Background: an optimization exercise with open tools, aiming at small area, a short achievable clock period and few clock cycles per item. Do not read the settings as production practice.
Function was checked by simulation only, so behaviour that the tests miss may differ from the original.
No activity file was given, so power comes from the tool's default toggle rates.

**constraint.sdc**
```tcl
create_clock -name core_clock -period 6.5 [get_ports {clk}]
set_input_delay 1.3000 -clock core_clock [delete_from_list [all_inputs] [get_ports {clk}]]
set_output_delay 1.3000 -clock core_clock [all_outputs]
set_load 0.01 [all_outputs]
```
**standard.sh**
```bash
#!/bin/bash
# synth_recipe.tcl (not shown) runs the flow's synth.tcl, then flattens the netlist and writes it again
# the make line also repeats each setting of config.mk as NAME=value (left out here)
make -C /OpenROAD-flow-scripts/flow DESIGN_CONFIG=/design/flow/config.mk WORK_HOME=/design/flow/orfs CLKGATE_MAP_FILE= SYNTH_SCRIPT=/design/flow/synth_recipe.tcl "${@:-finish}"
```
**flow/run.sh**
```bash
#!/bin/bash
# The standard layout (the standard.sh, standard synthesis unchanged), with
# the port buffers that ORFS inserts before global placement made of the
# smallest plain buffer instead of ORFS's default choice; repair steps resize
# them where timing needs it.
set -euo pipefail
bash standard.sh "BUFFER_PORTS_ARGS=-buffer_cell sky130_fd_sc_hd__buf_1" finish > standard.log 2>&1
```
**design.v**
```verilog
`timescale 1ns / 1ps
module booth_enc #(
    parameter W = 8
)(
    input  wire [W-1:0]   b,
    output wire [W/2-1:0] one,
    output wire [W/2-1:0] two,
    output wire [W/2-1:0] neg
);
    wire [W:0] bx = {b, 1'b0};
    genvar i;
    generate
        for (i = 0; i < W/2; i = i + 1) begin : dig
            assign one[i] = bx[2*i+1] ^ bx[2*i];
            assign two[i] = (bx[2*i+2] & ~bx[2*i+1] & ~bx[2*i]) |
                            (~bx[2*i+2] & bx[2*i+1] & bx[2*i]);
            assign neg[i] = bx[2*i+2];
        end
    endgenerate
endmodule
module mac_pe_8_bit #(
    parameter W = 8
)(
    input  wire clk,
    input  wire clear,
    input  wire [W-1:0] a,
    input  wire [W/2-1:0] one,
    input  wire [W/2-1:0] two,
    input  wire [W/2-1:0] neg,
    output reg  [2*W-1:0] product
);
    wire pp_0_0 = ((one[0] & a[0])) ^ neg[0];
    wire pp_0_1 = ((one[0] & a[1]) | (two[0] & a[0])) ^ neg[0];
    wire pp_0_2 = ((one[0] & a[2]) | (two[0] & a[1])) ^ neg[0];
    wire pp_0_3 = ((one[0] & a[3]) | (two[0] & a[2])) ^ neg[0];
    wire pp_0_4 = ((one[0] & a[4]) | (two[0] & a[3])) ^ neg[0];
    wire pp_0_5 = ((one[0] & a[5]) | (two[0] & a[4])) ^ neg[0];
    wire pp_0_6 = ((one[0] & a[6]) | (two[0] & a[5])) ^ neg[0];
    wire pp_0_7 = ((one[0] & a[7]) | (two[0] & a[6])) ^ neg[0];
    wire pp_0_8 = ~(((one[0] & a[7]) | (two[0] & a[7])) ^ neg[0]);
    wire pp_1_0 = ((one[1] & a[0])) ^ neg[1];
    wire pp_1_1 = ((one[1] & a[1]) | (two[1] & a[0])) ^ neg[1];
    wire pp_1_2 = ((one[1] & a[2]) | (two[1] & a[1])) ^ neg[1];
    wire pp_1_3 = ((one[1] & a[3]) | (two[1] & a[2])) ^ neg[1];
    wire pp_1_4 = ((one[1] & a[4]) | (two[1] & a[3])) ^ neg[1];
    wire pp_1_5 = ((one[1] & a[5]) | (two[1] & a[4])) ^ neg[1];
    wire pp_1_6 = ((one[1] & a[6]) | (two[1] & a[5])) ^ neg[1];
    wire pp_1_7 = ((one[1] & a[7]) | (two[1] & a[6])) ^ neg[1];
    wire pp_1_8 = ~(((one[1] & a[7]) | (two[1] & a[7])) ^ neg[1]);
    wire pp_2_0 = ((one[2] & a[0])) ^ neg[2];
    wire pp_2_1 = ((one[2] & a[1]) | (two[2] & a[0])) ^ neg[2];
    wire pp_2_2 = ((one[2] & a[2]) | (two[2] & a[1])) ^ neg[2];
    wire pp_2_3 = ((one[2] & a[3]) | (two[2] & a[2])) ^ neg[2];
    wire pp_2_4 = ((one[2] & a[4]) | (two[2] & a[3])) ^ neg[2];
    wire pp_2_5 = ((one[2] & a[5]) | (two[2] & a[4])) ^ neg[2];
    wire pp_2_6 = ((one[2] & a[6]) | (two[2] & a[5])) ^ neg[2];
    wire pp_2_7 = ((one[2] & a[7]) | (two[2] & a[6])) ^ neg[2];
    wire pp_2_8 = ~(((one[2] & a[7]) | (two[2] & a[7])) ^ neg[2]);
    wire pp_3_0 = ((one[3] & a[0])) ^ neg[3];
    wire pp_3_1 = ((one[3] & a[1]) | (two[3] & a[0])) ^ neg[3];
    wire pp_3_2 = ((one[3] & a[2]) | (two[3] & a[1])) ^ neg[3];
    wire pp_3_3 = ((one[3] & a[3]) | (two[3] & a[2])) ^ neg[3];
    wire pp_3_4 = ((one[3] & a[4]) | (two[3] & a[3])) ^ neg[3];
    wire pp_3_5 = ((one[3] & a[5]) | (two[3] & a[4])) ^ neg[3];
    wire pp_3_6 = ((one[3] & a[6]) | (two[3] & a[5])) ^ neg[3];
    wire pp_3_7 = ((one[3] & a[7]) | (two[3] & a[6])) ^ neg[3];
    wire pp_3_8 = ~(((one[3] & a[7]) | (two[3] & a[7])) ^ neg[3]);
    wire acc_0 = ~clear & product[0];
    wire acc_1 = ~clear & product[1];
    wire acc_2 = ~clear & product[2];
    wire acc_3 = ~clear & product[3];
    wire acc_4 = ~clear & product[4];
    wire acc_5 = ~clear & product[5];
    wire acc_6 = ~clear & product[6];
    wire acc_7 = ~clear & product[7];
    wire acc_8 = clear | product[8];
    wire acc_9 = ~clear & product[9];
    wire acc_10 = ~clear & product[10];
    wire acc_11 = ~clear & product[11];
    wire acc_12 = ~clear & product[12];
    wire acc_13 = ~clear & product[13];
    wire acc_14 = ~clear & product[14];
    wire acc_15 = ~clear & product[15];
    wire s0, c0;
    ha_cell u0 (.x(neg[2]), .y(acc_4), .s(s0), .co(c0));
    wire s1, c1;
    ha_cell u1 (.x(pp_0_5), .y(acc_5), .s(s1), .co(c1));
    wire s2, c2;
    fa_cell u2 (.x(pp_0_6), .y(neg[3]), .z(acc_6), .s(s2), .co(c2));
    wire s3, c3;
    ha_cell u3 (.x(pp_2_2), .y(pp_1_4), .s(s3), .co(c3));
    wire s4, c4;
    fa_cell u4 (.x(pp_1_5), .y(pp_0_7), .z(acc_7), .s(s4), .co(c4));
    wire s5, c5;
    ha_cell u5 (.x(pp_3_1), .y(pp_2_3), .s(s5), .co(c5));
    wire s6, c6;
    fa_cell u6 (.x(pp_1_6), .y(pp_0_8), .z(acc_8), .s(s6), .co(c6));
    wire s7, c7;
    ha_cell u7 (.x(pp_3_2), .y(pp_2_4), .s(s7), .co(c7));
    wire s8, c8;
    fa_cell u8 (.x(pp_2_5), .y(pp_1_7), .z(acc_9), .s(s8), .co(c8));
    wire s9, c9;
    ha_cell u9 (.x(pp_1_8), .y(acc_10), .s(s9), .co(c9));
    wire s10, c10;
    ha_cell u10 (.x(neg[1]), .y(acc_2), .s(s10), .co(c10));
    wire s11, c11;
    ha_cell u11 (.x(pp_0_3), .y(acc_3), .s(s11), .co(c11));
    wire s12, c12;
    fa_cell u12 (.x(pp_1_2), .y(pp_0_4), .z(s0), .s(s12), .co(c12));
    wire s13, c13;
    fa_cell u13 (.x(pp_2_1), .y(pp_1_3), .z(c0), .s(s13), .co(c13));
    wire s14, c14;
    fa_cell u14 (.x(s3), .y(c1), .z(pp_3_0), .s(s14), .co(c14));
    wire s15, c15;
    fa_cell u15 (.x(c2), .y(s5), .z(c3), .s(s15), .co(c15));
    wire s16, c16;
    fa_cell u16 (.x(c4), .y(s7), .z(c5), .s(s16), .co(c16));
    wire s17, c17;
    fa_cell u17 (.x(c6), .y(c7), .z(pp_3_3), .s(s17), .co(c17));
    wire s18, c18;
    fa_cell u18 (.x(s9), .y(pp_3_4), .z(pp_2_6), .s(s18), .co(c18));
    wire s19, c19;
    fa_cell u19 (.x(pp_3_5), .y(pp_2_7), .z(acc_11), .s(s19), .co(c19));
    wire s20, c20;
    ha_cell u20 (.x(pp_2_8), .y(acc_12), .s(s20), .co(c20));
    wire s21, c21;
    fa_cell u21 (.x(pp_0_0), .y(neg[0]), .z(acc_0), .s(s21), .co(c21));
    wire s22, c22;
    fa_cell u22 (.x(c21), .y(pp_0_1), .z(acc_1), .s(s22), .co(c22));
    wire s23, c23;
    fa_cell u23 (.x(pp_1_0), .y(pp_0_2), .z(s10), .s(s23), .co(c23));
    wire s24, c24;
    fa_cell u24 (.x(s11), .y(pp_1_1), .z(c10), .s(s24), .co(c24));
    wire s25, c25;
    fa_cell u25 (.x(s12), .y(c11), .z(pp_2_0), .s(s25), .co(c25));
    wire s26, c26;
    fa_cell u26 (.x(s13), .y(c12), .z(s1), .s(s26), .co(c26));
    wire s27, c27;
    fa_cell u27 (.x(s14), .y(s2), .z(c13), .s(s27), .co(c27));
    wire s28, c28;
    fa_cell u28 (.x(s15), .y(c14), .z(s4), .s(s28), .co(c28));
    wire s29, c29;
    fa_cell u29 (.x(s16), .y(c15), .z(s6), .s(s29), .co(c29));
    wire s30, c30;
    fa_cell u30 (.x(s17), .y(c16), .z(s8), .s(s30), .co(c30));
    wire s31, c31;
    fa_cell u31 (.x(c17), .y(s18), .z(c8), .s(s31), .co(c31));
    wire s32, c32;
    fa_cell u32 (.x(c18), .y(s19), .z(c9), .s(s32), .co(c32));
    wire s33, c33;
    fa_cell u33 (.x(c19), .y(s20), .z(pp_3_6), .s(s33), .co(c33));
    wire s34, c34;
    fa_cell u34 (.x(c20), .y(pp_3_7), .z(acc_13), .s(s34), .co(c34));
    wire s35, c35;
    ha_cell u35 (.x(pp_3_8), .y(acc_14), .s(s35), .co(c35));
    wire [15:0] row0 = {acc_15, s35, s34, s33, s32, s31, s30, s29, s28, s27, s26, s25, s24, s23, s22, s21};
    wire [15:0] row1 = {c35, c34, c33, c32, c31, c30, c29, c28, c27, c26, c25, c24, c23, c22, 1'b0, 1'b0};
    always @(posedge clk)
        product <= row0 + row1;
endmodule
module fa_cell (input wire x, input wire y, input wire z, output wire s, output wire co);
    assign s  = x ^ y ^ z;
    assign co = (x & y) | (x & z) | (y & z);
endmodule
module ha_cell (input wire x, input wire y, output wire s, output wire co);
    assign s  = x ^ y;
    assign co = x & y;
endmodule
module xfa_cell (input wire x, input wire y, input wire z, output wire s, output wire co);
    wire t;
    xor_cell u0 (.x(x), .y(y), .o(t));
    xor_cell u1 (.x(t), .y(z), .o(s));
    maj_cell u2 (.x(x), .y(y), .z(z), .o(co));
endmodule
module xor_cell (input wire x, input wire y, output wire o);
    assign o = x ^ y;
endmodule
module maj_cell (input wire x, input wire y, input wire z, output wire o);
    assign o = (x & y) | (x & z) | (y & z);
endmodule
`timescale 1ns / 1ps
module array #(
    parameter W = 8
)(
    input  wire clk,
    input  wire rst,
    input  wire start,
    input  wire signed [3*W-1:0] a,
    input  wire signed [3*W-1:0] b,
    output wire signed [9*2*W-1:0] result,
    output reg  result_valid
);
    reg beat1, beat2;
    reg accumulate;
    always @(posedge clk) begin
        if (rst) begin
            beat1        <= 1'b0;
            beat2        <= 1'b0;
            accumulate   <= 1'b0;
            result_valid <= 1'b0;
        end else begin
            beat1        <= start;
            beat2        <= beat1;
            accumulate   <= start | beat1;
            result_valid <= beat2;
        end
    end
    genvar i, j;
    generate
        for (j = 0; j < 3; j = j + 1) begin : enc
            wire [W/2-1:0] one, two, neg;
            booth_enc #(.W(W)) E (
                .b  (b[j*W +: W]),
                .one(one),
                .two(two),
                .neg(neg)
            );
        end
        for (i = 0; i < 3; i = i + 1) begin : row
            for (j = 0; j < 3; j = j + 1) begin : col
                mac_pe_8_bit PE (
                    .clk    (clk),
                    .clear  (~accumulate),
                    .a      (a[i*W +: W]),
                    .one    (enc[j].one),
                    .two    (enc[j].two),
                    .neg    (enc[j].neg),
                    .product(result[(i*3 + j)*2*W +: 2*W])
                );
            end
        end
    endgenerate
endmodule
```
**config.mk**
```make
export PLATFORM = sky130hd
export DESIGN_NAME = array
export DESIGN_NICKNAME = array
export VERILOG_FILES = /design/flow/design.v
export SDC_FILE = /design/flow/constraint.sdc
export NUM_CORES = 4
export LEC_CHECK = 0
export CAP_MARGIN = 20
export CORE_MARGIN = 2
export CORE_UTILIZATION = 40
export CTS_BUF_LIST = sky130_fd_sc_hd__clkbuf_4 sky130_fd_sc_hd__clkbuf_8
export SETUP_SLACK_MARGIN = 1.8
export SLEW_MARGIN = 20
export SYNTH_HIERARCHICAL = 1
export SYNTH_MINIMUM_KEEP_SIZE = 0
```
==> flow_summary_export.csv, run 1 <==
group,metric,value,unit
global_route,grt_overflow,0,
synth,synth_area,21700,um^2
synth,syn_avg_cell_area,9.36,um^2
finish,area_growth_syn_to_layout,11.2,%
finish,finalNonFillerCells,3130,
worst_hold_path,hp-class,"reg2reg",
detailed_routing,dr.pass1.iters,5,
sta,tightest_slew,0.879,ns
setup_path,max_stage_delay,0.53,ns
synth,synth_cells,2313,
clock_network,cts_buffers,17,
worst_hold_path,min_to,"result_valid",
sta,final.setup.tns,0,ns
die,start_util,0.403,
sta,hold_viol_final,0,
detailed_routing,drt_iter0_drc,1022,
sta,setup_viol,0,
die,coreArea,53700,um^2
setup_path,crit_fanout,24,
finish,nets,2921,
sta,fin_skew,0.0229,ns
synth,synth_fp_nets,2814,
power_and_ir_drop,power_density,556,nW/um^2
finish,final_common_cell,"xnor2_1",
placed_design,gp_congestion,0.855,
sta,worst_slack,1.87,ns
clock_network,clock-sinks,148,
finish,filler_cell_count,5160,
die,die-area,56000,um^2
die,num_rows,85,
setup_path,r2r_cells,12,
synth,ys_ff_latch,148,
clock_network,root_buffer,"clkbuf_8",
sta,relSlewSlack,0.414,
setup_path,r2r_start,"accumulate",
status,status,"no timing/DRC/antenna violations",
placed_design,portBuffers,195,
worst_hold_path,hold_start,"beat2",
die,die_h,237,um
synth,synth.distinct_cells,36,
placed_design,place_inst,3079,
global_route,antenna_found_initial,3,
power_and_ir_drop,power,13.4,mW
sta,period_minus_slack,4.63,ns
detailed_routing,viasPerCell,5.53,
power_and_ir_drop,ir_drop,222,uV
detailed_routing,drcViolationCount,0,
placed_design,dp_hpwl,46700,um
global_route,grt_pass1_vias,17700,
clock_network,cts.clk_slew.worst_paths,0.09,ns
finish,final_cell_mix,"xnor2_1, a22oi_1, fa_1, ha_1, buf_1",
synth,yosys_most_used_dff,"dfxtp_1",
sta,drv_slew,0,
setup_path,crit_path_frequent_cell,"fa_1",
setup_path,crit_required,6.96,ns
global_route,grt_pass1_wl,97500,um
detailed_routing,vias,17300,
setup_path,ff2ff_setup_slack,2.13,ns
setup_path,critPathKind,"in2reg",
setup_path,crit_path_start_kind,"input pin",
sta,rsz0062_at_grt,"yes",
setup_path,end_kind,"flip-flop",
placed_design,preCtsSetupSlack,0.778,ns
clock_network,h-tree-depth,4,
detailed_routing,ant_nets,0,
finish,final-seq-area,2960,um^2
clock_network,cts_buffer_depth,2,
power_and_ir_drop,leakage,9.81,nW
detailed_routing,wire_per_inst,19.7,um
finish,drive_above_1_share,0.100,
setup_path,cp.arrival,5.09,ns
clock_network,cts_hold_buf,0,
sta,max_freq,216,MHz
synth,synth_edf_count,0,
synth,synthArstFlopShare,0,
synth,synth_warnings,8,
setup_path,reg2reg_to,"row[2].col[0].PE.product[15]",
clock_network,cts_tree,"built",
global_route,grtUsageTotal,0.220,
die,io_pins,196,
setup_path,slowest_stage,"fa_1",
die,die_x,237,um
finish,multi_input_area,17900,um^2
clock_network,clk_latency,0.58,ns
run,maxCapViolCount,0,
worst_hold_path,hold_depth,1,
global_route,grt_max_degree,67,
sta,finalCritPeriodShare,0.713,
synth,yosysSeqAreaShare,0.137,
setup_path,path_cells,"buf_2, nor2b_1, buf_6, a22oi_1, xnor2_1, fa_1, fa_1, fa_1, ha_1, a21oi_1, o21ai_1, and2b_1, or3b_1, xnor2_1",
detailed_routing,wirelength,61600,um
-- metal layers --
metal  vias up  GRT usage  share of wire
met5         -          0        0.00037
met4         4     0.0721          0.024
met3        77     0.0450          0.055
met2       518      0.358           0.47
met1      8558      0.292           0.45
li1       8150          -              -
-- worst max-delay path by stage --
stage	start	end	slack, ns	cells after the start
floorplan	b[6]	row[0].col[0].PE.product[15]	1.80	14
detailed placement	b[10]	row[2].col[1].PE.product[15]	0.78	15
global placement	b[10]	row[2].col[1].PE.product[15]	0.84	15
CTS	b[9]	row[2].col[1].PE.product[15]	1.79	14
global route	b[3]	row[2].col[0].PE.product[15]	1.78	15
finish	b[9]	row[0].col[1].PE.product[15]	1.87	14
-- Yosys stat by module, one instance, submodules excluded, a selection --
module,cells,area (um^2),times used,flops+latches
array,9,113,1,4
fa_cell,1,20.0,234,0
ha_cell,1,12.5,90,0
mac_pe_8_bit,214,1710,9,16
-- logic make-up after synthesis --
kind of cell	count (synthesis)	share of synthesized area
AOI/OAI and AO/OA	595	0.182
buffers and inverters	259	0.0506
xor gates and xnor gates	441	0.178
and+or+nand+nor	420	0.108
adders and majority gates	450	0.344
DFF	148	0.137
-- synth_stat cells, drive strengths merged, types with 55 or more instances --
cell type,n,area (um^2)
ha,207,2590
o21ai,105,526
clkbuf,180,676
a21oi,144,754
nand2,102,383
xor2,90,788
xnor2,351,3070
nor2b,141,882
inv,55,206
a22oi,252,1890
fa,243,4860
dfxtp,148,2960
-- worst max-delay path: cells and delay by family --
kind	cells	cell delay, ns
AND/OR/NAND/NOR	3	0.77
AO/OA/AOI/OAI	3	0.40
XOR/XNOR	2	0.32
adder cells (fa/ha/maj)	4	1.83
buffers and inverters	2	0.46
-- report_power, final --
| group | switching [mW] | internal, mW |
|---|---|---|
| Combinational | 6.09 | 4.68 |
| Sequential | 0.289 | 1.55 |
| Clock | 0.417 | 0.363 |
-- area by class of cell --
class	count	share of cell area
diodes	1	0.000104
clock inverters	12	0.00535
clock buffers	20	0.0112
inverters	55	0.00868
well taps	696	0.0362
flip-flops and latches	148	0.123
multi-input cells	1906	0.744
repair buffers	292	0.0710
-- registers in the layout (all words and copies together), names as in the netlist --
register,cells
accumulate,1
beat1,1
beat2,1
result_valid,1
row.col.PE.product,144
-- what timing repair did --
action	4_1_cts	5_1_grt
gates resized for setup	25	97
buffers inserted	6	9
pin swaps	3	6
endpoints found under the setup margin	45	59
cloned	0	3
-- through the flow --
stage | util | area (um^2) | hold WS, ns
3_3_place_gp | 0.430 | 23100 | 0.437
4_1_cts | 0.441 | 23700 | 0.465
5_1_grt | 0.448 | 24100 | 0.481
3_5_place_dp | 0.430 | 23100 | 0.446
2_1_floorplan | - | 21700 | 0.414
6_report | 0.448 | 24100 | 0.460
Testbench counts, summed over its fixed seeds: cycles 14,408, items 4,800.
==> run 2, diff against run 1 <==
--- a/config.mk
+++ b/config.mk
@@ -11,3 +11,4 @@
 export CTS_BUF_LIST = sky130_fd_sc_hd__clkbuf_4 sky130_fd_sc_hd__clkbuf_8
-export SETUP_SLACK_MARGIN = 1.8
+export GPL_ROUTABILITY_DRIVEN = 0
+export SETUP_SLACK_MARGIN = 1.85
 export SLEW_MARGIN = 20
==> flow_summary_export.csv, run 2 <==
group,metric,value,unit
status,status,"no timing/DRC/antenna violations",
worst_hold_path,hp-class,"reg2reg",
sta,setup_viol,0,
die,io_pins,196,
sta,drv_slew,0,
sta,final.setup.tns,0,ns
power_and_ir_drop,seq_power_share,0.130,
clock_network,clock-sinks,148,
global_route,antenna_found_initial,0,
die,coreArea,53700,um^2
setup_path,cp.arrival,5.02,ns
sta,period_minus_slack,4.56,ns
finish,area_growth_syn_to_layout,13.1,%
synth,yosysSeqAreaShare,0.137,
finish,final_cell_mix,"xnor2_1, a22oi_1, fa_1, ha_1, buf_1",
clock_network,cts.clk_slew.worst_paths,0.08,ns
setup_path,r2r_start,"accumulate",
die,die_x,237,um
synth,synth_edf_count,0,
clock_network,root_buffer,"clkbuf_8",
global_route,grtUsageTotal,0.225,
sta,finalCritPeriodShare,0.701,
global_route,grt_pass1_wl,99500,um
die,die-area,56000,um^2
setup_path,end_kind,"flip-flop",
synth,yosysTopAreaCellShare,0.225,
synth,synth_common_cells,"xnor2_1, a22oi_1, fa_1",
setup_path,critPathKind,"in2reg",
synth,synthTopCellsByArea,"fa_1, xnor2_1, dfxtp_1",
clock_network,clk_latency,0.58,ns
setup_path,ff2ff_setup_slack,2.23,ns
synth,synth_warnings,8,
sta,rsz0062_at_grt,"yes",
finish,largest_reg_flops,144,
die,start_util,0.403,
global_route,grt_max_degree,76,
power_and_ir_drop,ir_drop,414,uV
finish,final_common_cell,"xnor2_1",
finish,nets,2938,
power_and_ir_drop,power_density,577,nW/um^2
clock_network,h-tree-depth,4,
placed_design,dp_hpwl,46300,um
sta,tightest_slew,0.803,ns
clock_network,cts_hold_buf,0,
sta,fin_skew,0.0209,ns
power_and_ir_drop,p_switching,6.97,mW
clock_network,cts_buffer_depth,2,
detailed_routing,vias,17700,
power_and_ir_drop,p_comb_frac,0.805,
detailed_routing,drcViolationCount,0,
synth,synth_cells,2313,
worst_hold_path,min_to,"result_valid",
detailed_routing,dr.pass1.iters,6,
worst_hold_path,hold_depth,1,
finish,filler_cell_count,5142,
die,die_h,237,um
run,maxCapViolCount,0,
synth,ys_ff_latch,148,
setup_path,crit_path_start_kind,"input pin",
clock_network,cts_tree,"built",
sta,holdWs,0.464,ns
global_route,grt_overflow,0,
detailed_routing,drt_iter0_drc,1238,
synth,synthArstFlopShare,0,
sta,hold_viol_final,0,
sta,relSlewSlack,0.465,
setup_path,max_stage_delay,0.56,ns
synth,post-synth-top-count-cell,"xnor2_1",
worst_hold_path,hold_start,"beat2",
setup_path,path_cells,"buf_4, buf_12, nand2b_1, o21ai_4, buf_12, a22oi_1, xnor2_1, ha_1, fa_1, fa_1, ha_4, a21oi_1, o21ai_1, and2b_1, or3b_1, xnor2_1",
setup_path,crit_fanout,7,
power_and_ir_drop,leakage,9.92,nW
setup_path,crit_required,6.96,ns
synth,synth_area,21700,um^2
detailed_routing,ant_nets,0,
finish,top_register,"row.col.PE.product",
power_and_ir_drop,clkPwrFrac,0.064,
synth,synth_top_cell_by_area,"fa_1",
detailed_routing,wire_per_inst,20.1,um
detailed_routing,wirelength,63400,um
setup_path,r2r_cells,12,
synth,yosys_most_used_dff,"dfxtp_1",
clock_network,cts_buffers,17,
die,num_rows,85,
placed_design,portBuffers,195,
power_and_ir_drop,p_int,7.17,mW
sta,max_freq,219,MHz
setup_path,reg2reg_to,"row[1].col[2].PE.product[15]",
synth,synth_fp_nets,2814,
synth,synth.distinct_cells,36,
power_and_ir_drop,swShare,0.493,
setup_path,slowest_stage,"fa_1",
synth,syn_avg_cell_area,9.36,um^2
detailed_routing,viasPerCell,5.63,
finish,drive_above_1_share,0.111,
global_route,grt_pass1_vias,17800,
[run 2: cell count changes in the layout (fill, tap and decap cells not counted), sizes merged]
cell           delta
buf              +26
bufinv            +3
clkbuf            -6
clkdlybuf4s15     -1
clkinvlp          -5
inv               -1
[run 2: cell families after synthesis]
kind of cell,synth area share
adder cells (fa/ha/maj),0.344
buffers and inverters,0.0506
flip-flops,0.137
XOR/XNOR,0.178
AO/OA/AOI/OAI,0.182
AND/OR/NAND/NOR,0.108
[run 2: metrics by stage]
stage	worst slack [ns]	cell area [um^2]	power (mW)	utilization	instances
6_report	1.94	24500	14.1	0.456	3146
3_3_place_gp	0.913	23300	12.7	0.434	3080
2_1_floorplan	1.86	21900	10.5	-	2313
3_5_place_dp	0.805	23300	12.8	0.434	3080
5_1_grt	1.82	24500	15.6	0.456	3145
4_1_cts	1.83	24000	13.9	0.446	3114
[run 2: worst max path at each step]
stage | startpoint | end | slack (ns) | cells after the start
2_1_floorplan | b[2] | row[0].col[0].PE.product[15] | 1.86 | 14
4_1_cts | b[13] | row[0].col[1].PE.product[15] | 1.83 | 16
6_report | b[21] | row[1].col[2].PE.product[15] | 1.94 | 16
5_1_grt | b[5] | row[1].col[0].PE.product[15] | 1.82 | 15
3_3_place_gp | b[17] | row[0].col[2].PE.product[15] | 0.91 | 15
3_5_place_dp | b[9] | row[2].col[1].PE.product[15] | 0.81 | 14
[run 2: per-module statistics from Yosys, one instance, submodules excluded, a selection]
module	area, um^2	copies in the design	flops+latches	cells inside
array	113	1	4	9
fa_cell	20.0	234	0	1
ha_cell	12.5	90	0	1
mac_pe_8_bit	1710	9	16	214
[run 2: what timing repair did]
| item | CTS | global route |
|---|---|---|
| setup endpoints to repair | 61 | 63 |
| resized for setup | 43 | 88 |
| pin swaps | 1 | 8 |
| cloned | 1 | 6 |
| buffers inserted | 2 | 24 |
[run 2: power by group through the flow]
stage	sequential [mW]	clock, mW	combinational, mW
final	1.84	0.912	11.4
after global routing	1.89	0.966	12.8
after CTS	1.85	0.942	11.1
after detailed placement	1.87	0	10.9
after global placement	1.87	0	10.8
after floorplan	1.97	0	8.54
[run 2: cell type report]
type	instances	area (um^2)	area share
Multi-Input combinational cell	1906	18100	0.741
Sequential cell	148	2960	0.121
Timing Repair Buffer	309	1840	0.0753
Tap cell	696	871	0.0356
Clock buffer	22	284	0.0116
Inverter	55	209	0.00853
Clock inverter	9	176	0.00721
Antenna cell	1	2.50	0.000102
[run 2: worst max-delay path, delay by kind of cell]
family / cells / cell delay (ns)
adder cells (fa/ha/maj): 4 / 1.61
AO/OA/AOI/OAI: 4 / 0.68
buffers and inverters: 3 / 0.48
XOR/XNOR: 2 / 0.30
AND/OR/NAND/NOR: 3 / 0.64
[run 2: metal layers]
layer	vias to the layer above	wire, um	global-route usage
li1	8192	-	-
met1	8806	28100	0.308
met2	634	29900	0.364
met3	81	3810	0.0366
met4	0	1530	0.0729
met5	-	0	0
==> run 3, diff against run 2 <==
--- a/config.mk
+++ b/config.mk
@@ -9,5 +9,4 @@
 export CORE_MARGIN = 2
-export CORE_UTILIZATION = 40
+export CORE_UTILIZATION = 50
 export CTS_BUF_LIST = sky130_fd_sc_hd__clkbuf_4 sky130_fd_sc_hd__clkbuf_8
-export GPL_ROUTABILITY_DRIVEN = 0
 export SETUP_SLACK_MARGIN = 1.85
==> flow_summary_export.csv, run 3 <==
group,metric,value,unit
status,status,"no timing/DRC/antenna violations",
power_and_ir_drop,leakage,9.98,nW
synth,synth_warnings,8,
setup_path,max_stage_delay,0.51,ns
setup_path,path_cells,"clkdlybuf4s15_2, buf_4, a22oi_1, xnor2_1, ha_1, fa_1, fa_1, ha_1, and2_1, a41o_1, o21ai_0, a21oi_1, xor2_1",
setup_path,ff2ff_setup_slack,2.30,ns
finish,final_common_cell,"xnor2_1",
global_route,grt_pass1_vias,17900,
power_and_ir_drop,power,14.0,mW
clock_network,cts_buffer_depth,2,
detailed_routing,drcViolationCount,0,
clock_network,cts.clk_slew.worst_paths,0.09,ns
synth,synth_fa_ha_area_frac,0.344,
finish,area_growth_syn_to_layout,13.2,%
clock_network,clock-sinks,148,
synth,yosysTopAreaCellShare,0.225,
setup_path,crit_path_start_kind,"input pin",
power_and_ir_drop,ir_drop,411,uV
sta,hold_viol_final,0,
synth,yosys.area_share.simple,0.108,
sta,tightest_slew,0.617,ns
synth,synth_compound_area_frac,0.182,
finish,filler_cell_count,3849,
clock_network,cts_buffers,17,
detailed_routing,drt_iter0_drc,1277,
synth,synth_area,21700,um^2
die,start_util,0.505,
run,maxCapViolCount,0,
die,die_h,212,um
global_route,grtUsageTotal,0.279,
clock_network,clk_latency,0.60,ns
finish,drive_above_1_share,0.119,
synth,synthTopCellsByArea,"fa_1, xnor2_1, dfxtp_1",
finish,final_cell_mix,"xnor2_1, a22oi_1, fa_1, ha_1, buf_1",
synth,synth_edf_count,0,
sta,fin_skew,0.0213,ns
setup_path,slowest_stage,"fa_1",
finish,final-seq-area,2960,um^2
detailed_routing,wire_per_inst,20.2,um
sta,period_minus_slack,4.55,ns
synth,synth.distinct_cells,36,
setup_path,end_kind,"flip-flop",
worst_hold_path,hold_depth,1,
synth,synth_top_family_by_area,"adder cells",
detailed_routing,ant_nets,0,
synth,synthArstFlopShare,0,
placed_design,gp_congestion,0.887,
setup_path,crit_family,"adder cells",
finish,diodes,0,
setup_path,r2r_cells,12,
synth,syn_avg_cell_area,9.36,um^2
synth,post-synth-top-count-cell,"xnor2_1",
global_route,grt_overflow,0,
sta,max_freq,220,MHz
die,io_pins,196,
global_route,grt_pass1_wl,97100,um
synth,synth_fp_nets,2814,
die,coreArea,42900,um^2
finish,multi_input_area,18200,um^2
synth,synth_mux_area_frac,0,
sta,rsz0062_at_grt,"yes",
sta,final.setup.tns,0,ns
global_route,grt_max_degree,100,
die,num_rows,76,
synth,ys_ff_latch,148,
setup_path,crit_fanout,15,
sta,relSlewSlack,0.588,
die,die-area,45000,um^2
finish,nets,2947,
placed_design,dp_hpwl,44500,um
finish,largest_reg_flops,144,
setup_path,cp_num_cells,13,
sta,finalCritPeriodShare,0.700,
detailed_routing,dr.pass1.iters,5,
setup_path,critPathKind,"in2reg",
sta,drv_slew,0,
finish,post-route-util,0.571,
synth,synth_cells,2313,
synth,yosys_most_used_dff,"dfxtp_1",
clock_network,h-tree-depth,4,
clock_network,root_buffer,"clkbuf_8",
detailed_routing,vias,17600,
power_and_ir_drop,power_density,570,nW/um^2
worst_hold_path,hp-class,"reg2reg",
synth,synth_common_cells,"xnor2_1, a22oi_1, fa_1",
clock_network,cts_tree,"built",
detailed_routing,viasPerCell,5.79,
placed_design,portBuffers,195,
setup_path,critical_path_buf_inv_count,2,
finish,top_register,"row.col.PE.product",
detailed_routing,wirelength,61500,um
sta,setup_viol,0,
synth,yosysSeqAreaShare,0.137,
global_route,antenna_found_initial,0,
setup_path,crit_required,6.97,ns
die,die_x,212,um
synth,synth_top_cell_by_area,"fa_1",
setup_path,cp.arrival,5.02,ns
synth,synthXorXnorAreaFrac,0.178,
==> run 3: cell counts after synthesis <==
Identical to the previous run, type by type.
==> run 3: per-module statistics from Yosys, one instance, submodules excluded, a selection <==
module | cells inside | area (um^2) | times used
mac_pe_8_bit | 214 | 1710 | 9
ha_cell | 1 | 12.5 | 90
array | 9 | 113 | 1
fa_cell | 1 | 20.0 | 234
==> run 3: worst paths after layout <==
check,startpoint,to
setup / recovery,a[12],row[1].col[1].PE.product[13]
hold / removal,beat2,result_valid
setup reg to reg,accumulate,row[2].col[1].PE.product[15]
hold reg to reg,beat2,result_valid
==> run 3: cell type report <==
cell class                      instances  share of cell area
Clock inverter                         13             0.00643
Timing Repair Buffer                  317              0.0812
Clock buffer                           19              0.0102
Multi-Input combinational cell       1907               0.743
Inverter                               55             0.00853
Tap cell                              585              0.0299
Sequential cell                       148               0.121
==> run 3: repair_timing <==
action	in CTS	in global routing
hold buffers	0	0
resized for setup	54	112
endpoints found under the hold margin	0	0
pin swaps	2	14
buffers inserted	7	31
gates cloned	3	3
endpoints found under the setup margin	68	63
==> run 3: cell families after synthesis <==
kind of cell / count (synthesis)
compound gates: 595
fa+ha+maj: 450
xor+xnor: 441
simple gates: 420
buf+inv: 259
flops: 148
==> run 3: where the power goes <==
part | switching (mW) | internal, mW
combinational | 6.20 | 5.14
sequential | 0.268 | 1.54
clock | 0.427 | 0.386
==> run 3: metrics by stage <==
| stage | hold WS (ns) | instances | worst slack [ns] | cell area, um^2 |
|---|---|---|---|---|
| final | 0.453 | 3044 | 1.95 | 24500 |
| after CTS | 0.460 | 3010 | 1.85 | 23900 |
| after global routing | 0.464 | 3044 | 1.84 | 24500 |
| after global placement | 0.433 | 2968 | 0.827 | 23200 |
| after detailed placement | 0.451 | 2968 | 0.719 | 23200 |
| after floorplan | 0.414 | 2313 | 1.86 | 21900 |
==> run 3: routing by layer <==
layer / GRT usage / part of all wire / vias up
li1: - / - / 8214
met1: 0.383 / 0.45 / 8705
met2: 0.431 / 0.45 / 615
met3: 0.0564 / 0.067 / 103
met4: 0.111 / 0.033 / 0
met5: 0 / 0 / -
==> run 3: worst register-to-register path, cell delays in order, from the launching register on <==
cell and delay, ns:
dfxtp_1 0.33, inv_4 0.36, buf_12 0.48, nor2b_1 0.25, fa_1 0.46, fa_1 0.42
fa_1 0.57, ha_2 0.32, nand2_1 0.13, o21ai_1 0.09, and2b_1 0.16, or3b_1 0.38
xnor2_1 0.13
==> run 4, diff against run 3 <==
--- a/config.mk
+++ b/config.mk
@@ -9,3 +9,3 @@
 export CORE_MARGIN = 2
-export CORE_UTILIZATION = 50
+export CORE_UTILIZATION = 42
 export CTS_BUF_LIST = sky130_fd_sc_hd__clkbuf_4 sky130_fd_sc_hd__clkbuf_8
==> flow_summary_export.csv, run 4 <==
group,metric,value,unit
setup_path,max_stage_delay,0.57,ns
sta,finalCritPeriodShare,0.704,
die,coreArea,51100,um^2
setup_path,reg2reg_to,"row[2].col[1].PE.product[15]",
setup_path,cp_num_cells,15,
sta,fin_skew,0.0166,ns
sta,setup_viol,0,
finish,nets,2916,
clock_network,h-tree-depth,4,
die,die_h,231,um
placed_design,placed_cell_area,23200,um^2
sta,drv_slew,0,
global_route,grtUsageTotal,0.238,
setup_path,crit_fanout,31,
setup_path,ff2ff_setup_slack,2.18,ns
setup_path,crit_required,7.00,ns
sta,final.setup.tns,0,ns
power_and_ir_drop,p_comb_frac,0.802,
clock_network,cts_tree,"built",
die,die_x,231,um
clock_network,root_buffer,"clkbuf_8",
finish,drive_above_1_share,0.0997,
sta,rsz0062_at_grt,"no",
detailed_routing,ant_nets,0,
worst_hold_path,hold_start,"beat2",
synth,yosys_most_used_dff,"dfxtp_1",
detailed_routing,dr.pass1.iters,9,
finish,area_growth_syn_to_layout,11.9,%
detailed_routing,drcViolationCount,0,
setup_path,critPathKind,"in2reg",
placed_design,gp_congestion,0.899,
synth,synth_cells,2313,
setup_path,path_cells,"clkbuf_2, buf_12, o21ai_4, buf_6, a22oi_1, xnor2_1, ha_1, fa_1, fa_1, ha_1, o211ai_1, a21oi_1, nor2b_1, o21ai_0, xor2_1",
synth,synthTopCellsByArea,"fa_1, xnor2_1, dfxtp_1",
synth,ys_ff_latch,148,
power_and_ir_drop,power,14.1,mW
finish,fin_area,24200,um^2
global_route,antenna_found_initial,1,
placed_design,dp_hpwl,45500,um
setup_path,slowest_stage,"fa_1",
finish,largest_reg_flops,144,
die,start_util,0.424,
synth,synth_common_cells,"xnor2_1, a22oi_1, fa_1",
setup_path,cp.arrival,5.07,ns
clock_network,clock-sinks,148,
synth,synth.distinct_cells,36,
sta,holdWs,0.442,ns
detailed_routing,viasPerCell,5.63,
setup_path,r2r_start,"accumulate",
finish,final_common_cell,"xnor2_1",
global_route,grt_pass1_wl,99800,um
placed_design,preCtsSetupSlack,0.909,ns
sta,tightest_slew,0.790,ns
power_and_ir_drop,p_switching,6.92,mW
global_route,grt_overflow,0,
worst_hold_path,hp-class,"reg2reg",
detailed_routing,wire_per_inst,20.4,um
sta,period_minus_slack,4.57,ns
finish,final_cell_mix,"xnor2_1, a22oi_1, fa_1, ha_1, buf_1",
synth,post-synth-top-count-cell,"xnor2_1",
setup_path,crit_start,"b[5]",
sta,max_freq,219,MHz
setup_path,end_kind,"flip-flop",
synth,syn_avg_cell_area,9.36,um^2
power_and_ir_drop,ir_drop,283,uV
power_and_ir_drop,seq_power_share,0.131,
die,io_pins,196,
sta,hold_viol_final,0,
power_and_ir_drop,swShare,0.492,
detailed_routing,vias,17500,
die,num_rows,83,
sta,worst_slack,1.93,ns
synth,synth_area,21700,um^2
synth,synthArstFlopShare,0,
clock_network,cts_buffer_depth,2,
setup_path,critical_path_buf_inv_count,3,
global_route,grt_pass1_vias,18000,
setup_path,r2r_cells,12,
synth,synth_fp_nets,2814,
setup_path,crit_path_start_kind,"input pin",
setup_path,crit_family,"adder cells",
sta,relSlewSlack,0.473,
placed_design,portBuffers,195,
synth,synth_edf_count,0,
run,maxCapViolCount,0,
global_route,grt_max_degree,61,
clock_network,clk_latency,0.58,ns
power_and_ir_drop,clkPwrFrac,0.068,
setup_path,cp-endpoint,"row[1].col[0].PE.product[10]",
power_and_ir_drop,power_density,580,nW/um^2
detailed_routing,wirelength,63500,um
detailed_routing,drt_iter0_drc,1343,
finish,top_register,"row.col.PE.product",
synth,yosysTopAreaCellShare,0.225,
power_and_ir_drop,leakage,9.81,nW
synth,synth_top_cell_by_area,"fa_1",
die,die-area,53400,um^2
status,status,"no timing/DRC/antenna violations",
power_and_ir_drop,p_int,7.14,mW
synth,synth_warnings,8,
clock_network,cts_buffers,17,
clock_network,cts_hold_buf,0,
clock_network,cts.clk_slew.worst_paths,0.10,ns
synth,yosysSeqAreaShare,0.137,
run 4: cell counts after synthesis:
No cell type changed its count.
run 4: worst min path at each step:
stage	to	slack (ns)	depth (start not counted)
floorplan	result_valid	0.41	1
global placement	result_valid	0.42	1
detailed placement	result_valid	0.43	1
CTS	result_valid	0.45	1
global route	result_valid	0.48	1
finish	result_valid	0.44	1
run 4: power groups by stage:
stage | Sequential [mW] | Combinational, mW | Clock, mW
after detailed placement | 1.86 | 10.9 | 0
after floorplan | 1.97 | 8.54 | 0
after global routing | 1.89 | 12.7 | 1.01
after global placement | 1.85 | 10.8 | 0
after CTS | 1.85 | 11.1 | 0.988
final | 1.84 | 11.3 | 0.953
run 4: repair_timing:
action / 4_1_cts / 5_1_grt
buffers inserted: 0 / 10
endpoints found under the setup margin: 56 / 61
resized for setup: 24 / 83
pin swaps: 0 / 5
cloned: 2 / 6
run 4: area by class of cell:
cell class	instances	area (um^2)
inverter	55	209
clock buffer	19	249
multi-input combinational	1906	18100
sequential	148	2960
clock inverter	13	230
fill	4875	26900
timing repair buffer	287	1630
tap	680	851
antenna	1	2.50
run 4: per-stage QoR:
stage               utilization  instances
CTS                       0.467       3092
global route              0.474       3109
finish                    0.474       3109
global placement          0.455       3058
floorplan                     -       2313
detailed placement        0.455       3058
run 4: kinds of logic (layout without fill, tap and decap cells):
group | after synthesis | in the layout | share of synthesized area
XOR/XNOR | 441 | 441 | 0.178
AND/OR/NAND/NOR | 420 | 420 | 0.108
AO/OA/AOI/OAI | 595 | 595 | 0.182
other | 0 | 1 | 0
flip-flops | 148 | 148 | 0.137
buffers and inverters | 259 | 374 | 0.0506
adder cells (fa/ha/maj) | 450 | 450 | 0.344
run 4: metal layers:
metal / vias up / GRT usage / wire (um)
li1: 8145 / - / -
met1: 8687 / 0.324 / 28800
met2: 615 / 0.367 / 28500
met3: 68 / 0.0591 / 4570
met4: 0 / 0.0853 / 1600
met5: - / 0 / 0
run 4: per-module statistics from Yosys (local to each module, per instance), excerpt:
module	copies in the design	cells inside	cell area [um^2]	flops+latches
mac_pe_8_bit	9	214	1710	16
array	1	9	113	4
fa_cell	234	1	20.0	0
ha_cell	90	1	12.5	0
==> run 5, diff against run 4 <==
--- a/config.mk
+++ b/config.mk
@@ -9,3 +9,3 @@
 export CORE_MARGIN = 2
-export CORE_UTILIZATION = 42
+export CORE_UTILIZATION = 48
 export CTS_BUF_LIST = sky130_fd_sc_hd__clkbuf_4 sky130_fd_sc_hd__clkbuf_8
==> flow_summary_export.csv, run 5 <==
group,metric,value,unit
synth,synth_edf_count,0,
die,die_x,216,um
setup_path,crit_fanout,12,
detailed_routing,vias,17400,
setup_path,crit_required,6.97,ns
sta,fin_skew,0.0147,ns
synth,syn_avg_cell_area,9.36,um^2
sta,finalCritPeriodShare,0.701,
sta,final.setup.tns,0,ns
placed_design,portBuffers,195,
finish,final_cell_mix,"xnor2_1, a22oi_1, fa_1, ha_1, buf_1",
finish,area_growth_syn_to_layout,10.9,%
clock_network,cts_buffers,17,
synth,yosysTopAreaCellShare,0.225,
synth,synth_fa_ha_area_frac,0.344,
clock_network,cts_buffer_depth,2,
clock_network,cts_tree,"built",
global_route,grt_pass1_wl,95200,um
placed_design,dp_hpwl,44300,um
detailed_routing,wirelength,60400,um
synth,synth_area,21700,um^2
synth,synth_fp_nets,2814,
synth,synth_common_cells,"xnor2_1, a22oi_1, fa_1",
finish,finalNonFillerCells,3020,
global_route,grt_max_degree,48,
finish,nets,2916,
setup_path,critical_path_buf_inv_count,3,
setup_path,end_kind,"flip-flop",
finish,drive_above_1_share,0.102,
placed_design,placed_cell_area,23200,um^2
die,coreArea,44400,um^2
global_route,grt_overflow,0,
die,die-area,46800,um^2
setup_path,slowest_stage,"fa_1",
die,io_pins,196,
worst_hold_path,hp-class,"reg2reg",
synth,yosys_most_used_dff,"dfxtp_1",
sta,rsz0062_at_grt,"no",
clock_network,cts_hold_buf,0,
run,maxCapViolCount,0,
power_and_ir_drop,ir_drop,336,uV
die,start_util,0.488,
setup_path,critPathKind,"in2reg",
finish,final_common_cell,"xnor2_1",
setup_path,max_stage_delay,0.51,ns
detailed_routing,ant_nets,0,
synth,yosys.area_share.simple,0.108,
clock_network,h-tree-depth,4,
finish,filler_cell_count,4110,
global_route,antenna_found_initial,0,
synth,synth_top_cell_by_area,"fa_1",
setup_path,path_cells,"clkbuf_4, buf_12, nand3b_1, o21ai_2, buf_6, a22oi_1, xnor2_1, ha_1, fa_1, fa_1, ha_1, and2_1, a41o_1, o21ai_0, a21oi_1, xor2_1",
placed_design,gp_congestion,0.915,
synth,synth_cells,2313,
finish,top_register,"row.col.PE.product",
die,num_rows,77,
status,status,"no timing/DRC/antenna violations",
clock_network,clk_latency,0.59,ns
clock_network,cts.clk_slew.worst_paths,0.09,ns
sta,setup_viol,0,
clock_network,root_buffer,"clkbuf_8",
synth,synthArstFlopShare,0,
synth,synth.distinct_cells,36,
placed_design,place_inst,2974,
power_and_ir_drop,power_density,579,nW/um^2
sta,max_freq,220,MHz
die,die_h,216,um
finish,largest_reg_flops,144,
synth,synth_top_family_by_area,"adder cells",
sta,tightest_slew,0.968,ns
power_and_ir_drop,power,13.9,mW
finish,fin_area,24000,um^2
synth,synth_warnings,8,
synth,ys_ff_latch,148,
detailed_routing,viasPerCell,5.75,
detailed_routing,drcViolationCount,0,
setup_path,crit_family,"adder cells",
detailed_routing,dr.pass1.iters,6,
sta,hold_viol_final,0,
clock_network,clock-sinks,148,
setup_path,crit_path_start_kind,"input pin",
synth,synth_compound_area_frac,0.182,
synth,post-synth-top-count-cell,"xnor2_1",
global_route,grt_pass1_vias,17500,
synth,synthXorXnorAreaFrac,0.178,
setup_path,cp.arrival,5.02,ns
global_route,grtUsageTotal,0.256,
finish,diodes,0,
sta,holdWs,0.476,ns
synth,yosysSeqAreaShare,0.137,
synth,synth_mux_area_frac,0,
sta,drv_slew,0,
sta,period_minus_slack,4.55,ns
sta,relSlewSlack,0.355,
detailed_routing,wire_per_inst,20.0,um
power_and_ir_drop,leakage,9.76,nW
detailed_routing,drt_iter0_drc,1298,
synth,synthTopCellsByArea,"fa_1, xnor2_1, dfxtp_1",
run 5: repair_timing:
action                                  CTS  global route
resized for setup                        16           101
gates cloned                              0             9
setup buffers                             0             5
hold endpoints to repair                  0             0
pin swaps                                 0             4
endpoints found under the setup margin   47            64
run 5: per-layer routing:
layer  GRT usage  vias to the layer above  wire, um
met3      0.0486                       85      3380
met4      0.0984                        0      1680
met2       0.399                      527     27500
li1            -                     8134         -
met1       0.353                     8611     27800
met5           0                        -         0
run 5: report_power, final:
| group | leakage, nW | switching [mW] | internal, mW | total, mW |
|---|---|---|---|---|
| sequential | 1.25 | 0.262 | 1.55 | 1.81 |
| combinational | 8.31 | 6.21 | 5.07 | 11.3 |
| clock | 0.203 | 0.419 | 0.391 | 0.810 |
| total | 9.76 | 6.89 | 7.01 | 13.9 |
run 5: path summary, 6_finish.rpt:
path,depth (start not counted),start,end,slack [ns]
worst max register to register,12,accumulate,row[2].col[0].PE.product[15],2.23
worst min-delay path,1,beat2,result_valid,0.48
worst min register to register,1,beat2,result_valid,0.48
worst max-delay path,16,b[5],row[2].col[0].PE.product[13],1.95
run 5: through the flow:
step,setup slack [ns],utilization
6_report,1.95,0.541
5_1_grt,1.82,0.541
4_1_cts,1.83,0.532
3_5_place_dp,1.01,0.521
3_3_place_gp,1.07,0.521
2_1_floorplan,1.86,-
run 5: final cells by class:
cell class	count	area [um^2]	area share
Inverter	55	209	0.00870
Multi-Input combinational cell	1906	18100	0.753
Clock buffer	20	256	0.0107
Sequential cell	148	2960	0.123
Timing Repair Buffer	287	1610	0.0672
Clock inverter	12	158	0.00656
Tap cell	592	741	0.0308
run 5: modules after synthesis (local to each module, per instance), a selection:
module | flip-flops and latches | cells inside
array | 4 | 9
fa_cell | 0 | 1
mac_pe_8_bit | 16 | 214
ha_cell | 0 | 1
run 5: worst reg2reg max path, stage by stage, from the launching register on:
cell and delay, ns:
dfxtp_1 0.33, inv_4 0.45, buf_4 0.56, nor2b_1 0.18, fa_1 0.44, fa_1 0.42
fa_1 0.49, ha_1 0.39, nand2_1 0.14, o21ai_1 0.10, and2b_1 0.16, or3b_1 0.38
xnor2_1 0.13
run 5: cell families after synthesis:
logic type | count (synthesis)
fa+ha+maj | 450
flops | 148
simple gates | 420
xor+xnor | 441
compound gates | 595
buf+inv | 259
==> run 6, diff against run 5 <==
--- a/config.mk
+++ b/config.mk
@@ -9,3 +9,3 @@
 export CORE_MARGIN = 2
-export CORE_UTILIZATION = 48
+export CORE_UTILIZATION = 40
 export CTS_BUF_LIST = sky130_fd_sc_hd__clkbuf_4 sky130_fd_sc_hd__clkbuf_8
==> flow_summary_export.csv, run 6 <==
group,metric,value,unit
finish,fin_area,24300,um^2
setup_path,cp.arrival,5.05,ns
detailed_routing,viasPerCell,5.58,
power_and_ir_drop,clkPwrFrac,0.052,
placed_design,portBuffers,195,
finish,top_register,"row.col.PE.product",
finish,post-route-util,0.453,
detailed_routing,drt_iter0_drc,1207,
die,coreArea,53700,um^2
synth,yosysTopAreaCellShare,0.225,
setup_path,r2r_start,"accumulate",
synth,synth_warnings,8,
detailed_routing,ant_nets,0,
setup_path,crit_start,"b[6]",
sta,hold_viol_final,0,
sta,period_minus_slack,4.55,ns
clock_network,cts_buffer_depth,2,
global_route,antenna_found_initial,1,
power_and_ir_drop,swShare,0.498,
status,status,"no timing/DRC/antenna violations",
synth,synth.distinct_cells,36,
finish,multi_input_area,18200,um^2
detailed_routing,vias,17500,
setup_path,ff2ff_setup_slack,2.21,ns
placed_design,placed_cell_area,23300,um^2
sta,finalCritPeriodShare,0.701,
power_and_ir_drop,seq_power_share,0.132,
synth,synth_fp_nets,2814,
placed_design,gp_congestion,0.895,
global_route,grtUsageTotal,0.226,
power_and_ir_drop,leakage,9.82,nW
synth,post-synth-top-count-cell,"xnor2_1",
setup_path,r2r_cells,12,
sta,worst_slack,1.95,ns
synth,synthArstFlopShare,0,
detailed_routing,drcViolationCount,0,
die,num_rows,85,
power_and_ir_drop,p_int,7.01,mW
power_and_ir_drop,ir_drop,334,uV
worst_hold_path,hp-class,"reg2reg",
setup_path,reg2reg_to,"row[1].col[2].PE.product[15]",
sta,max_freq,220,MHz
setup_path,cp-endpoint,"row[0].col[0].PE.product[10]",
placed_design,preCtsSetupSlack,0.884,ns
finish,drive_above_1_share,0.110,
clock_network,clk_latency,0.59,ns
setup_path,end_kind,"flip-flop",
power_and_ir_drop,power_density,574,nW/um^2
synth,synth_cells,2313,
setup_path,crit_required,7.00,ns
global_route,grt_pass1_wl,99800,um
synth,syn_avg_cell_area,9.36,um^2
synth,synth_area,21700,um^2
finish,largest_reg_flops,144,
detailed_routing,wire_per_inst,20.1,um
sta,rsz0062_at_grt,"no",
detailed_routing,dr.pass1.iters,6,
synth,synth_top_cell_by_area,"fa_1",
sta,setup_viol,0,
detailed_routing,wirelength,63100,um
sta,holdWs,0.456,ns
die,die-area,56000,um^2
power_and_ir_drop,p_comb_frac,0.816,
die,io_pins,196,
synth,ys_ff_latch,148,
setup_path,crit_path_start_kind,"input pin",
placed_design,dp_hpwl,47200,um
synth,synthTopCellsByArea,"fa_1, xnor2_1, dfxtp_1",
run,maxCapViolCount,0,
sta,tightest_slew,0.801,ns
die,die_x,237,um
sta,relSlewSlack,0.466,
finish,filler_cell_count,5167,
power_and_ir_drop,p_switching,6.96,mW
worst_hold_path,hold_depth,1,
clock_network,cts_buffers,17,
setup_path,crit_fanout,16,
global_route,grt_max_degree,85,
synth,yosysSeqAreaShare,0.137,
finish,final-seq-area,2960,um^2
clock_network,cts_tree,"built",
setup_path,critPathKind,"in2reg",
clock_network,cts.clk_slew.worst_paths,0.09,ns
sta,final.setup.tns,0,ns
synth,yosys_most_used_dff,"dfxtp_1",
finish,nets,2929,
clock_network,root_buffer,"clkbuf_8",
finish,final_cell_mix,"xnor2_1, a22oi_1, fa_1, ha_1, buf_1",
die,start_util,0.403,
global_route,grt_overflow,0,
global_route,grt_pass1_vias,17900,
finish,final_common_cell,"xnor2_1",
clock_network,clock-sinks,148,
synth,synth_common_cells,"xnor2_1, a22oi_1, fa_1",
die,die_h,237,um
finish,area_growth_syn_to_layout,12.3,%
sta,drv_slew,0,
synth,synth_edf_count,0,
sta,fin_skew,0.0269,ns
clock_network,h-tree-depth,4,
run 6: cell counts after synthesis:
No cell type changed its count.
run 6: power groups by stage:
stage          Clock, mW  Sequential, mW  Combinational [mW]
3_5_place_dp           0            1.87                10.9
6_report           0.720            1.84                11.4
4_1_cts            0.753            1.85                11.1
3_3_place_gp           0            1.86                10.8
5_1_grt            0.777            1.90                12.8
2_1_floorplan          0            1.97                8.54
run 6: final cells by class:
type / count / area share
antenna: 1 / 0.000103
clock buffer: 20 / 0.0111
clock inverter: 10 / 0.00252
inverter: 55 / 0.00859
multi-input combinational: 1906 / 0.748
sequential: 148 / 0.122
tap: 696 / 0.0358
timing repair buffer: 300 / 0.0722
run 6: how the worst min path moves through the flow:
stage                     start            to  slack, ns
after floorplan           beat2  result_valid       0.41
after global placement    beat2  result_valid       0.43
after detailed placement  beat2  result_valid       0.45
after CTS                 beat2  result_valid       0.46
after global routing      beat2  result_valid       0.49
final                     beat2  result_valid       0.46
run 6: metal layers:
layer	vias to the layer above	routed length [um]	global-route usage
met5	-	0	0
met4	0	1510	0.0767
met3	76	3380	0.0403
met2	528	30000	0.367
met1	8724	28200	0.304
li1	8169	-	-
run 6: through the flow:
step / instances / total power [mW]
after floorplan: 2313 / 10.5
after global routing: 3136 / 15.5
after global placement: 3082 / 12.7
final: 3136 / 14.0
after CTS: 3116 / 13.7
after detailed placement: 3082 / 12.8
run 6: repair_timing:
action                     CTS  global route
setup buffers                2            14
gates cloned                 2             5
gates resized for setup     25           123
hold buffers                 0             0
setup endpoints to repair   51            60
pin swaps                    1            14
run 6: per-module statistics from Yosys (local to each module, per instance), a selection:
| module | copies in the design | flops+latches | cells inside |
|---|---|---|---|
| fa_cell | 234 | 0 | 1 |
| array | 1 | 4 | 9 |
| ha_cell | 90 | 0 | 1 |
| mac_pe_8_bit | 9 | 16 | 214 |
run 6: cells by family (layout without fill, tap and decap cells):
kind of cell               count (synthesis)  after routing  synth area share
other                                      0              1                 0
xor gates and xnor gates                 441            441             0.178
AOI/OAI and AO/OA                        595            595             0.182
adders and majority gates                450            450             0.344
buffers and inverters                    259            385            0.0506
and+or+nand+nor                          420            420             0.108
DFF                                      148            148             0.137
run 6: worst max-delay path, stage by stage:
cell and delay, ns:
buf_1 0.18, nand2b_1 0.23, o21ai_4 0.26, buf_8 0.21
a22oi_1 0.11, xnor2_1 0.17, ha_1 0.32, fa_1 0.58
fa_1 0.44, ha_1 0.38, o211ai_1 0.11, a21oi_1 0.23
nor2b_1 0.11, o21ai_0 0.23, xor2_1 0.17
==> run 7, diff against run 6 <==
--- a/config.mk
+++ b/config.mk
@@ -9,5 +9,5 @@
 export CORE_MARGIN = 2
-export CORE_UTILIZATION = 40
+export CORE_UTILIZATION = 45
 export CTS_BUF_LIST = sky130_fd_sc_hd__clkbuf_4 sky130_fd_sc_hd__clkbuf_8
-export SETUP_SLACK_MARGIN = 1.85
+export SETUP_SLACK_MARGIN = 1.95
 export SLEW_MARGIN = 20
==> flow_summary_export.csv, run 7 <==
group,metric,value,unit
finish,drive_above_1_share,0.124,
die,coreArea,47600,um^2
clock_network,cts_tree,"built",
sta,fin_skew,0.0214,ns
placed_design,dp_hpwl,44100,um
finish,fin_area,24800,um^2
detailed_routing,viasPerCell,5.74,
setup_path,crit_fanout,6,
setup_path,end_kind,"flip-flop",
sta,max_freq,223,MHz
worst_hold_path,hold_depth,1,
synth,post-synth-top-count-cell,"xnor2_1",
worst_hold_path,hold_start,"beat2",
sta,finalCritPeriodShare,0.690,
synth,synth_common_cells,"xnor2_1, a22oi_1, fa_1",
detailed_routing,drt_iter0_drc,1204,
sta,relSlewSlack,0.425,
detailed_routing,ant_nets,0,
global_route,grt_max_degree,70,
sta,setup_viol,0,
power_and_ir_drop,power,14.2,mW
detailed_routing,wire_per_inst,19.9,um
clock_network,clk_latency,0.59,ns
synth,yosys_most_used_dff,"dfxtp_1",
setup_path,crit_path_start_kind,"input pin",
synth,synth_area,21700,um^2
synth,synth_warnings,8,
finish,final_common_cell,"xnor2_1",
global_route,antenna_found_initial,2,
power_and_ir_drop,swShare,0.491,
synth,ys_ff_latch,148,
synth,synth.distinct_cells,36,
setup_path,critPathKind,"in2reg",
sta,tightest_slew,0.863,ns
setup_path,cp.arrival,4.95,ns
global_route,grt_pass1_wl,97100,um
die,die_x,223,um
detailed_routing,drcViolationCount,0,
synth,synthTopCellsByArea,"fa_1, xnor2_1, dfxtp_1",
sta,drv_slew,0,
power_and_ir_drop,p_int,7.23,mW
synth,synth_fp_nets,2814,
power_and_ir_drop,seq_power_share,0.128,
setup_path,reg2reg_to,"row[1].col[0].PE.product[15]",
sta,period_minus_slack,4.49,ns
synth,synth_edf_count,0,
sta,hold_viol_final,0,
worst_hold_path,min_to,"result_valid",
sta,rsz0062_at_grt,"yes",
die,io_pins,196,
power_and_ir_drop,ir_drop,244,uV
setup_path,ff2ff_setup_slack,2.45,ns
power_and_ir_drop,leakage,10.0,nW
setup_path,r2r_start,"accumulate",
die,die-area,49900,um^2
finish,filler_cell_count,4417,
detailed_routing,wirelength,61100,um
synth,yosysSeqAreaShare,0.137,
finish,finalNonFillerCells,3073,
detailed_routing,dr.pass1.iters,6,
placed_design,gp_congestion,0.867,
finish,area_growth_syn_to_layout,14.6,%
power_and_ir_drop,p_comb_frac,0.819,
clock_network,cts_buffers,17,
setup_path,crit_required,6.97,ns
synth,yosysTopAreaCellShare,0.225,
power_and_ir_drop,power_density,572,nW/um^2
placed_design,placed_cell_area,23300,um^2
clock_network,clock-sinks,148,
power_and_ir_drop,clkPwrFrac,0.053,
finish,final_cell_mix,"xnor2_1, a22oi_1, fa_1, ha_1, buf_1",
clock_network,root_buffer,"clkbuf_8",
clock_network,h-tree-depth,4,
finish,largest_reg_flops,144,
global_route,grt_overflow,0,
finish,top_register,"row.col.PE.product",
detailed_routing,vias,17600,
worst_hold_path,hp-class,"reg2reg",
sta,final.setup.tns,0,ns
placed_design,place_inst,2993,
die,die_h,223,um
setup_path,r2r_cells,12,
clock_network,cts_hold_buf,0,
run,maxCapViolCount,0,
placed_design,portBuffers,195,
global_route,grt_pass1_vias,18000,
die,num_rows,80,
synth,synthArstFlopShare,0,
clock_network,cts.clk_slew.worst_paths,0.10,ns
status,status,"no timing/DRC/antenna violations",
finish,nets,2945,
power_and_ir_drop,p_switching,6.97,mW
clock_network,cts_buffer_depth,2,
synth,synth_cells,2313,
synth,syn_avg_cell_area,9.36,um^2
global_route,grtUsageTotal,0.247,
synth,synth_top_cell_by_area,"fa_1",
die,start_util,0.454,
## run 7: final cells by class
| cell class | count | area [um^2] | share of cell area |
|---|---|---|---|
| multi-input combinational | 1910 | 18400 | 0.742 |
| sequential | 148 | 2960 | 0.119 |
| tap | 615 | 769 | 0.0310 |
| timing repair buffer | 312 | 2080 | 0.0837 |
| inverter | 55 | 209 | 0.00842 |
| clock buffer | 22 | 303 | 0.0122 |
| clock inverter | 10 | 75.1 | 0.00303 |
| antenna | 1 | 2.50 | 0.000101 |
## run 7: critical path, cell delays in order
cell and delay [ns]:
clkbuf_2 0.18, buf_12 0.17, nand3b_1 0.20, buf_4 0.20, buf_4 0.14, o21ai_4 0.11
a22oi_1 0.15, xnor2_1 0.31, fa_1 0.48, fa_1 0.42, ha_4 0.29, a21oi_2 0.20
nor2_1 0.06, a2111oi_1 0.41, a21oi_1 0.16, xor2_1 0.17
## run 7: how the worst max path moves through the flow
stage | startpoint | end | slack (ns) | cells after the start
floorplan | b[4] | row[1].col[0].PE.product[15] | 1.94 | 14
global placement | b[3] | row[2].col[0].PE.product[15] | 0.70 | 14
detailed placement | b[3] | row[1].col[0].PE.product[15] | 0.64 | 14
CTS | b[2] | row[1].col[0].PE.product[15] | 1.91 | 15
global route | b[21] | row[0].col[2].PE.product[15] | 1.91 | 15
finish | b[23] | row[1].col[2].PE.product[13] | 2.01 | 16
## run 7: Yosys stat by module (local to each module, per instance), a selection
| module | cells | area, um^2 | flip-flops and latches |
|---|---|---|---|
| array | 9 | 113 | 4 |
| fa_cell | 1 | 20.0 | 0 |
| ha_cell | 1 | 12.5 | 0 |
| mac_pe_8_bit | 214 | 1710 | 16 |
## run 7: what timing repair did
action	CTS	global route
buffers inserted	11	27
pin swaps	6	17
resized for setup	59	98
setup endpoints to repair	80	61
gates cloned	7	2
endpoints found under the hold margin	0	0
## run 7: cells by family after synthesis
kind of cell	Yosys count	share of synthesized area
compound gates	595	0.182
fa+ha+maj	450	0.344
xor+xnor	441	0.178
simple gates	420	0.108
buf+inv	259	0.0506
flops	148	0.137
## run 7: power groups by stage
stage	sequential (mW)	clock, mW	combinational [mW]
final	1.82	0.750	11.6
after global routing	1.87	0.808	13.0
after CTS	1.83	0.781	11.3
after detailed placement	1.84	0	11.2
after global placement	1.84	0	11.0
after floorplan	1.97	0	8.80
## run 7: stage by stage
| step | util | setup WS [ns] | hold slack, ns |
|---|---|---|---|
| final | 0.521 | 2.01 | 0.458 |
| after detailed placement | 0.489 | 0.641 | 0.430 |
| after floorplan | - | 1.94 | 0.414 |
| after CTS | 0.508 | 1.91 | 0.462 |
| after global routing | 0.521 | 1.91 | 0.490 |
| after global placement | 0.489 | 0.701 | 0.437 |
## run 7: routing by layer
| layer | vias up | routed length [um] | global-route usage |
|---|---|---|---|
| li1 | 8209 | - | - |
| met1 | 8770 | 27600 | 0.336 |
| met2 | 574 | 28000 | 0.390 |
| met3 | 82 | 3840 | 0.0540 |
| met4 | 2 | 1600 | 0.0817 |
| met5 | - | 11 | 0 |

-- what the ideal ports hide --
Ports are ideal in the flow. The routed layouts listed here were re-timed in OpenROAD. Step 1 assumes that a clkbuf_16 drives the clock port and a buf_2 every other input. Step 2 adds t to the input delays and takes it off the output delays; t is the mean of the earliest and latest rising clock arrival at the registers after step 1. Input paths then give back, and output paths get back, about the clock's delay inside the block. Three values: ideal ports, drivers, drivers and shift; two values: the first two.
| run | t (ns) | setup WS [ns] | worst slew at a driven data input, ns | cell pins on the clock port's net |
|---|---|---|---|---|
| run 1 | 0.621 | 1.865 / 1.898 / 1.277 | 0.07 | 1 |
| run 2 | 0.621 | 1.942 / 1.966 / 1.344 | 0.04 | 1 |
| run 3 | 0.635 | 1.948 / 1.950 / 1.314 | 0.08 | 1 |
| run 4 | 0.635 | 1.925 / 1.961 / 1.325 | 0.07 | 1 |
| run 5 | 0.638 | 1.946 / 1.967 / 1.329 | 0.06 | 1 |
| run 6 | 0.625 | 1.946 / 1.972 / 1.347 | 0.05 | 1 |
| run 7 | 0.633 | 2.015 / 2.047 / 1.413 | 0.09 | 1 |
After both steps every run listed still meets setup and hold. For run 3, which loses most, drivers alone change the setup slack by +0.002 ns; drivers and shift together by -0.634 ns.
